Background: an optimization exercise with open tools, aiming at small area. Do not read the settings as production practice. Where RTL was checked, it was by simulation tests only, not by an equivalence proof against the original.

==> run Y: inputs <==
## conv1
module conv1 (
  input clock,
  input reset,
  input vld_in,
  input [5:0][15:0] in,
  output vld_out,
  output [63:0][15:0] out
);
  reg vld_r;
  always @(posedge clock) vld_r <= vld_in & ~reset;
  assign vld_out = vld_r;
  wire [15:0] i0 = in[0];
  wire [15:0] i1 = in[1];
  wire [15:0] i2 = in[2];
  wire [15:0] i3 = in[3];
  wire [15:0] i4 = in[4];
  wire [15:0] i5 = in[5];
  wire [15:0] a0 = i2 + ~i3;
  wire [15:0] a1 = ~i1 + i5 + 16'd1;
  wire [15:0] a2 = i4 + ~i5 + 16'd1;
  wire [15:0] a3 = i3 + i4;
  wire [15:0] a4 = i0 + i1;
  wire [15:0] a5 = i2 + i3;
  wire [15:0] a6 = i0 + a5;
  wire [15:0] a7 = ~i2 + a3 + 16'd1;
  wire [15:0] a8 = i1 + ~i2;
  wire [15:0] a9 = i0 + ~a8;
  wire [15:0] a10 = i2 + i5;
  wire [15:0] a11 = i1 + a10;
  wire [15:0] a12 = i0 + a2;
  wire [15:0] a13 = i4 + a0 + 16'd1;
  wire [15:0] a14 = i0 + ~a1 + 16'd1;
  wire [15:0] a15 = a2 + ~a4 + 16'd1;
  wire [15:0] a16 = i4 + a10;
  wire [15:0] a17 = i0 + a16;
  wire [15:0] a18 = a5 + ~a12 + 16'd1;
  wire [15:0] a19 = ~a8 + ~a18 + 16'd1;
  wire [15:0] a20 = a1 + ~a6 + 16'd1;
  wire [15:0] a21 = ~a2 + a9 + 16'd1;
  wire [15:0] a22 = ~a5 + ~a15 + 16'd2;
  reg [15:0] r0;
  always @(posedge clock) r0 <= i1;
  reg [15:0] r1;
  always @(posedge clock) r1 <= a0;
  reg [15:0] r2;
  always @(posedge clock) r2 <= a15;
  reg [15:0] r3;
  always @(posedge clock) r3 <= a18;
  reg [15:0] r4;
  always @(posedge clock) r4 <= a6;
  reg [15:0] r5;
  always @(posedge clock) r5 <= a1;
  reg [15:0] r6;
  always @(posedge clock) r6 <= a7;
  reg [15:0] r7;
  always @(posedge clock) r7 <= a9;
  reg [15:0] r8;
  always @(posedge clock) r8 <= a11;
  reg [15:0] r9;
  always @(posedge clock) r9 <= a2;
  reg [15:0] r10;
  always @(posedge clock) r10 <= i4;
  reg [15:0] r11;
  always @(posedge clock) r11 <= a3;
  reg [15:0] r12;
  always @(posedge clock) r12 <= a12;
  reg [15:0] r13;
  always @(posedge clock) r13 <= a13;
  reg [15:0] r14;
  always @(posedge clock) r14 <= a14;
  reg [15:0] r15;
  always @(posedge clock) r15 <= a19;
  reg [15:0] r16;
  always @(posedge clock) r16 <= a22;
  reg [15:0] r17;
  ...
clock: 6.0 ns
lec_check: 0
cap_margin: 20
core_margin: 2
core_utilization: 50
gpl_timing_driven: 1
setup_slack_margin: 0.12
slew_margin: 20
standard.sh (not shown) runs the stock make flow with config.mk's settings and CLKGATE_MAP_FILE= SYNTH_SCRIPT=/design/flow/synth_recipe.tcl, a recipe that flattens the netlist after the stock synthesis.
==> flow/flow/run.sh <==
#!/bin/bash
# Layout flow: standard synthesis (for the register list), then the hand-mapped
# adder netlist generated by flow/gen.py from flow/plan.json replaces the
# synthesized netlist; the rest is the standard ORFS flow, with port buffers
# of the smallest buffer cell.
set -eo pipefail
R=orfs/results/sky130hd/conv1/base
bash standard.sh synth > std_synth.log 2>&1
cp $R/1_2_yosys.v std_1_2_yosys.v
python3 flow/gen.py flow/plan.json std_1_2_yosys.v hand_netlist.v > gen.log 2>&1
cp hand_netlist.v $R/1_2_yosys.v
rm -f $R/1_synth.odb
bash standard.sh BUFFER_PORTS_ARGS="-buffer_cell sky130_fd_sc_hd__buf_1" PLACE_PINS_ARGS="-min_distance 1 -min_distance_in_tracks" POST_GLOBAL_PLACE_TCL=$PWD/flow/post_gpl.tcl finish > std_finish.log 2>&1
==> flow/flow/post_gpl.tcl <==
# Upsize the input-port buffers that buffer_ports inserted (they drive the
# stage-A fanout); output-port buffers stay at the smallest buffer cell.
foreach c [get_cells input*] {
  if {[regexp {^input[0-9]+$} [get_full_name $c]] && [get_property $c ref_name] eq "sky130_fd_sc_hd__buf_1"} {
    replace_cell $c sky130_fd_sc_hd__buf_4
  }
}
Other scripts of this flow, unchanged in this note and not shown: flow/flow/gen.py, flow/flow/nlgen3.py, flow/flow/plan.json
==> run M: changes against run Y <==
==> flow/flow/post_gpl.tcl (replaced) <==
# Upsize the input-port buffers that buffer_ports inserted (they drive the
# stage-A fanout); output-port buffers stay at the smallest buffer cell.
foreach inst [[ord::get_db_block] getInsts] {
  set n [$inst getName]
  if {[regexp {^input[0-9]+$} $n] && [[$inst getMaster] getName] eq "sky130_fd_sc_hd__buf_1"} {
    replace_cell $inst sky130_fd_sc_hd__buf_4
  }
}
--- a/flow/config.mk
+++ b/flow/config.mk
@@ -9,5 +9,5 @@
 export CORE_MARGIN = 2
-export CORE_UTILIZATION = 50
-export GPL_TIMING_DRIVEN = 1
-export SETUP_SLACK_MARGIN = 0.12
+export CORE_UTILIZATION = 55
+export GPL_TIMING_DRIVEN = 0
+export SETUP_SLACK_MARGIN = 0.1
 export SLEW_MARGIN = 20
==> summary.txt <==
- Run Y produced a clean layout. Run M stopped in global placement.
- Area after synthesis is the same in run Y and run M.
- In synthesized cell count, run M and run Y do not differ.


==> v37 <==
Another version of the RTL of conv1 (not shown whole).
export LEC_CHECK = 0
export CAP_MARGIN = 20
export CORE_MARGIN = 2
export CORE_UTILIZATION = 50
export PLACE_DENSITY = 0.7
export SLEW_MARGIN = 20
create_clock -name core_clock -period 6.0 [get_ports {clock}]
==> flow/flow/run.sh <==
#!/bin/bash
# Layout flow: standard synthesis (for the register list), then the hand-mapped
# adder netlist generated by flow/gen.py from flow/plan.json replaces the
# synthesized netlist; the rest is the standard ORFS flow, with port buffers
# of the smallest buffer cell.
set -eo pipefail
R=orfs/results/sky130hd/conv1/base
bash standard.sh synth > std_synth.log 2>&1
cp $R/1_2_yosys.v std_1_2_yosys.v
python3 flow/gen.py flow/plan.json std_1_2_yosys.v hand_netlist.v > gen.log 2>&1
cp hand_netlist.v $R/1_2_yosys.v
rm -f $R/1_synth.odb
bash standard.sh BUFFER_PORTS_ARGS="-buffer_cell sky130_fd_sc_hd__buf_1" PLACE_PINS_ARGS="-min_distance 1 -min_distance_in_tracks" finish > std_finish.log 2>&1
Other scripts of this flow, unchanged in this note and not shown: flow/flow/gen.py, flow/flow/nlgen3.py, flow/flow/plan.json
==> v30: changes against v37 <==
Settings changed: CORE_UTILIZATION 50 to 55, GPL_TIMING_DRIVEN set to 0, PLACE_DENSITY 0.7 to not set.
==> notes <==
- v37 aborted during global routing. v30 completed and failed the layout checks on setup timing.
- In area after synthesis, v37 and v30 do not differ.
- In synthesized cell count, v37 and v30 do not differ.
==> figures <==
Outcome: v30 failed layout checks; v37 did not finish
Stage where the flow stopped: v30 -; v37 global routing
Violated checks: v30 setup timing; v37 -
Mean instance size in the synthesized netlist: v30 8.139 µm²; v37 8.139 µm²
I/O Buffers: v30 1107; v37 1107
Placed cell count: v30 7091; v37 7989
Die height: v30 276.3 µm; v37 289.6 µm
Die Span X: v30 276.3 µm; v37 289.6 µm
Global placer's final weighted congestion: v30 1.060; v37 1.188
Setup bufs post-CTS: v30 51; v37 6
H-tree levels: v30 2; v37 2
Initial Util: v30 0.5570; v37 0.5054
Yosys warning total: v30 1; v37 1
Clock tree root buffer cell: v30 sky130_fd_sc_hd__clkbuf_16; v37 sky130_fd_sc_hd__clkbuf_16
Post-Syn Area: v30 0.04077 mm²; v37 0.04077 mm²
Clock buffer count from CTS: v30 45; v37 43
Post-CTS resize count: v30 337; v37 163
Number of instances in the synthesized netlist: v30 5010; v37 5010
Cell Area, Placed: v30 0.04619 mm²; v37 0.05232 mm²
Clock buffer depth: v30 3; v37 3
Row cnt: v30 99; v37 104
DP HPWL: v30 148.3 mm; v37 171.6 mm
Boundary Pins: v30 1124; v37 1124
Number of buffers inserted by hold repair at cts: v30 0; v37 0
Worst-case setup slack after placement: v30 -1658 ps; v37 -447.5 ps
No functional check of the RTL was part of any run of this note.


==> build 95 <==
conv1, a different RTL version from the one above (not shown whole).
clock: 6.0 ns
lec_check: 0
cap_margin: 20
core_margin: 2
core_utilization: 55
cts_cluster_diameter: 80
cts_cluster_size: 25
gpl_timing_driven: 0
place_density: 0.8
setup_slack_margin: 0.08
slew_margin: 20
==> flow/flow/run.sh <==
#!/bin/bash
# Layout flow: standard synthesis (for the register list), then the hand-mapped
# adder netlist generated by flow/gen.py from flow/plan.json replaces the
# synthesized netlist; the rest is the standard ORFS flow, with port buffers
# of the smallest buffer cell.
set -eo pipefail
R=orfs/results/sky130hd/conv1/base
bash standard.sh synth > std_synth.log 2>&1
cp $R/1_2_yosys.v std_1_2_yosys.v
python3 flow/gen.py flow/plan.json std_1_2_yosys.v hand_netlist.v > gen.log 2>&1
cp hand_netlist.v $R/1_2_yosys.v
rm -f $R/1_synth.odb
bash standard.sh BUFFER_PORTS_ARGS="-buffer_cell sky130_fd_sc_hd__buf_1" PLACE_PINS_ARGS="-min_distance 1 -min_distance_in_tracks" POST_GLOBAL_PLACE_TCL=$PWD/flow/post_gpl.tcl CTS_ARGS="-sink_clustering_enable -repair_clock_nets -sink_clustering_size 25 -sink_clustering_max_diameter 80 -dont_use_dummy_load" finish > std_finish.log 2>&1
Other scripts of this flow, unchanged in this note and not shown: flow/flow/gen.py, flow/flow/nlgen3.py, flow/flow/plan.json, flow/flow/post_gpl.tcl
==> inputs of trial 15, as changes to build 95 <==
- PLACE_DENSITY: 0.8 -> 0.75
==> inputs of trial 37, as changes to build 95 <==
- PLACE_DENSITY: 0.8 -> unset
- SETUP_SLACK_MARGIN: 0.08 -> 0.15
==> comparison table <==
	trial 37	build 95	trial 15
Status	timing/DRC/antenna clean	did not finish	timing/DRC/antenna clean
Stage where the flow stopped	-	global routing (5_1_grt)	-
Clock-pin transition on the worst setup and hold timing paths	0.06 ns	-	0.09 ns
Type of the worst setup path	reg2out	-	reg2out
Max-Slew Margin vs Limit	0.2722	-	0.2553
Nets	6289	-	6290
Number of logic stages on the critical path including buffering	18	-	18
Routed wire length	167900 um	-	179600 um
Vias per inst	5.561	-	5.694
Final sum of negative setup slack	0 ns	-	0 ns
Worst path max stage delay	0.41 ns	-	0.42 ns
Max stage delay cell, worst path	dfxtp_4	-	dfxtp_2
Min Clock Period, post-route	5.753 ns	-	5.825 ns
Worst slack, placed	-0.9111 ns	-0.7643 ns	-0.7882 ns


==> fjord <==
Another version of the RTL of conv1 (not shown whole).
Design conv1, start of the top module:
module conv1 (
  input clock,
  input reset,
  input vld_in,
  input [5:0][15:0] in,
  output vld_out,
  output [63:0][15:0] out
);
  reg vld_r;
  always @(posedge clock) vld_r <= vld_in & ~reset;
  assign vld_out = vld_r;
  wire [15:0] i0 = in[0];
  wire [15:0] i1 = in[1];
  wire [15:0] i2 = in[2];
  wire [15:0] i3 = in[3];
  wire [15:0] i4 = in[4];
  wire [15:0] i5 = in[5];
  wire [15:0] a0 = i2 + i4;
  wire [15:0] a1 = i2 + ~i4;
  wire [15:0] a2 = i0 + i1;
  wire [15:0] a3 = ~i1 + i5 + 16'd1;
  wire [15:0] a4 = i3 + i5;
  wire [15:0] a5 = i0 + ~a4 + 16'd1;
  wire [15:0] a6 = i3 + a0;
  wire [15:0] a7 = i5 + a2;
  wire [15:0] a8 = i3 + ~a1;
  wire [15:0] a9 = i1 + ~i3 + 16'd1;
  wire [15:0] a10 = i0 + ~a9;
  wire [15:0] a11 = i0 + ~a3 + 16'd1;
  wire [15:0] a12 = i2 + i5;
  wire [15:0] a13 = i1 + a12;
  wire [15:0] a14 = ~i1 + a5;
  wire [15:0] a15 = ~a0 + ~a3 + 16'd2;
  wire [15:0] a16 = a1 + a4 + 16'd1;
  wire [15:0] a17 = a9 + ~a15 + 16'd1;
  wire [15:0] a18 = a4 + a15;
  wire [15:0] a19 = i4 + a5;
  wire [15:0] a20 = ~i0 + ~a16 + 16'd2;
  wire [15:0] a21 = ~a6 + ~a11 + 16'd2;
  wire [15:0] a22 = ~a2 + a17 + 16'd1;
  reg [15:0] r0;
  always @(posedge clock) r0 <= a14;
  reg [15:0] r1;
  always @(posedge clock) r1 <= i4;
  reg [15:0] r2;
  always @(posedge clock) r2 <= a5;
  reg [15:0] r3;
  always @(posedge clock) r3 <= a6;
  reg [15:0] r4;
  always @(posedge clock) r4 <= a0;
  reg [15:0] r5;
  always @(posedge clock) r5 <= i2;
  reg [15:0] r6;
  always @(posedge clock) r6 <= a7;
  reg [15:0] r7;
  always @(posedge clock) r7 <= a8;
  reg [15:0] r8;
  always @(posedge clock) r8 <= a1;
  reg [15:0] r9;
  always @(posedge clock) r9 <= i1;
  reg [15:0] r10;
  always @(posedge clock) r10 <= a10;
  reg [15:0] r11;
  always @(posedge clock) r11 <= a11;
  reg [15:0] r12;
  always @(posedge clock) r12 <= a2;
  reg [15:0] r13;
  always @(posedge clock) r13 <= a15;
  reg [15:0] r14;
  always @(posedge clock) r14 <= i5;
  reg [15:0] r15;
  always @(posedge clock) r15 <= a21;
  reg [15:0] r16;
  always @(posedge clock) r16 <= a16;
  reg [15:0] r17;
  always @(posedge clock) r17 <= a20;
  reg [15:0] r18;
  always @(posedge clock) r18 <= a17;
  reg [15:0] r19;
  always @(posedge clock) r19 <= a3;
  reg [15:0] r20;
  always @(posedge clock) r20 <= a22;
  reg [15:0] r21;
  always @(posedge clock) r21 <= a18;
  reg [15:0] r22;
  ...
Settings: LEC_CHECK=0, CAP_MARGIN=20, CORE_MARGIN=2, CORE_UTILIZATION=45, GPL_TIMING_DRIVEN=1, SETUP_SLACK_MARGIN=0.05, SLEW_MARGIN=20; clock period 6.0 ns.
==> flow/flow/run.sh <==
#!/bin/bash
# Layout flow: standard synthesis (for the register list), then the hand-mapped
# adder netlist generated by flow/gen.py from flow/plan.json replaces the
# synthesized netlist; the rest is the standard ORFS flow, with port buffers
# of the smallest buffer cell.
set -eo pipefail
R=orfs/results/sky130hd/conv1/base
bash standard.sh synth > std_synth.log 2>&1
cp $R/1_2_yosys.v std_1_2_yosys.v
python3 flow/gen.py flow/plan.json std_1_2_yosys.v hand_netlist.v > gen.log 2>&1
cp hand_netlist.v $R/1_2_yosys.v
rm -f $R/1_synth.odb
bash standard.sh BUFFER_PORTS_ARGS="-buffer_cell sky130_fd_sc_hd__buf_1" PLACE_PINS_ARGS="-min_distance 1 -min_distance_in_tracks" POST_GLOBAL_PLACE_TCL=$PWD/flow/post_gpl.tcl finish > std_finish.log 2>&1
Other scripts of this flow, unchanged in this note and not shown: flow/flow/gen.py, flow/flow/nlgen3.py, flow/flow/plan.json, flow/flow/post_gpl.tcl
==> inputs of onyx, as changes to fjord <==
CORE_UTILIZATION = 50   (was 45)
==> inputs of amber, as changes to fjord <==
CORE_UTILIZATION = 50   (was 45)
SETUP_SLACK_MARGIN = 0.0   (was 0.05)
==> inputs of nickel, as changes to fjord <==
--- a/flow/flow/run.sh
+++ b/flow/flow/run.sh
@@ -11,3 +11,3 @@
 cp hand_netlist.v $R/1_2_yosys.v
 rm -f $R/1_synth.odb
-bash standard.sh BUFFER_PORTS_ARGS="-buffer_cell sky130_fd_sc_hd__buf_1" PLACE_PINS_ARGS="-min_distance 1 -min_distance_in_tracks" POST_GLOBAL_PLACE_TCL=$PWD/flow/post_gpl.tcl finish > std_finish.log 2>&1
+bash standard.sh BUFFER_PORTS_ARGS="-buffer_cell sky130_fd_sc_hd__buf_1" PLACE_PINS_ARGS="-min_distance 1 -min_distance_in_tracks" POST_GLOBAL_PLACE_TCL=$PWD/flow/post_gpl.tcl GLOBAL_ROUTE_ARGS="-congestion_iterations 100 -congestion_report_iter_step 5 -verbose -allow_congestion" finish > std_finish.log 2>&1
CORE_UTILIZATION = 50   (was 45)
==> summary of the runs <==
nickel produced a clean layout. onyx stopped in global routing. amber never finished: it broke off in global routing. fjord ran to the end with no violations. Non-clock buffer count: fjord is higher than nickel (78). Against fjord, the first-iteration DRC count of nickel is smaller by about 3%. In nickel the setup slack is better than in fjord, by 0.035 ns. Against fjord, the cell count of nickel is lower by about 2.4%.
No run of this note included a check of the RTL's function; only the layout flow was run.

-- re-timing with driven ports --
How much do the figures lean on ideal ports? The routed layouts below were timed once more, with nothing changed but the port constraints. Step 1: set_driving_cell puts a clkbuf_16 on clock and a buf_2 on each other input, an assumption about the parent block. Step 2 times the ports against the registers' clock, not the clock port: input delays grow and output delays shrink by t, the midpoint of the rising clock arrivals with the driver on. Slacks: ideal / step 1 / step 2; pairs: ideal / step 1.
run | shift t [ns] | setup WS [ns] | clock arrival spread, ns | worst register clock-pin slew, ns | cell pins on the clock port's net
run Y | 0.676 | 0.249 / 0.178 / -0.159 | 0.027 / 0.026 | 0.07 / 0.07 | 1
v30 | 0.669 | -0.011 / 0.017 / -0.652 | 0.031 / 0.031 | 0.06 / 0.06 | 1
trial 15 | 0.638 | 0.175 / 0.103 / -0.458 | 0.085 / 0.086 | 0.10 / 0.10 | 1
trial 37 | 0.632 | 0.247 / 0.176 / -0.335 | 0.062 / 0.062 | 0.10 / 0.10 | 1
fjord | 0.672 | 0.112 / 0.036 / -0.362 | 0.025 / 0.026 | 0.07 / 0.07 | 1
nickel | 0.679 | 0.147 / 0.071 / -0.314 | 0.035 / 0.035 | 0.07 / 0.07 | 1
Met with ideal ports but missed after step 2: setup timing in 5 of these runs. For v30, which loses most, drivers alone change the setup slack by +0.028 ns; drivers and shift together by -0.641 ns.
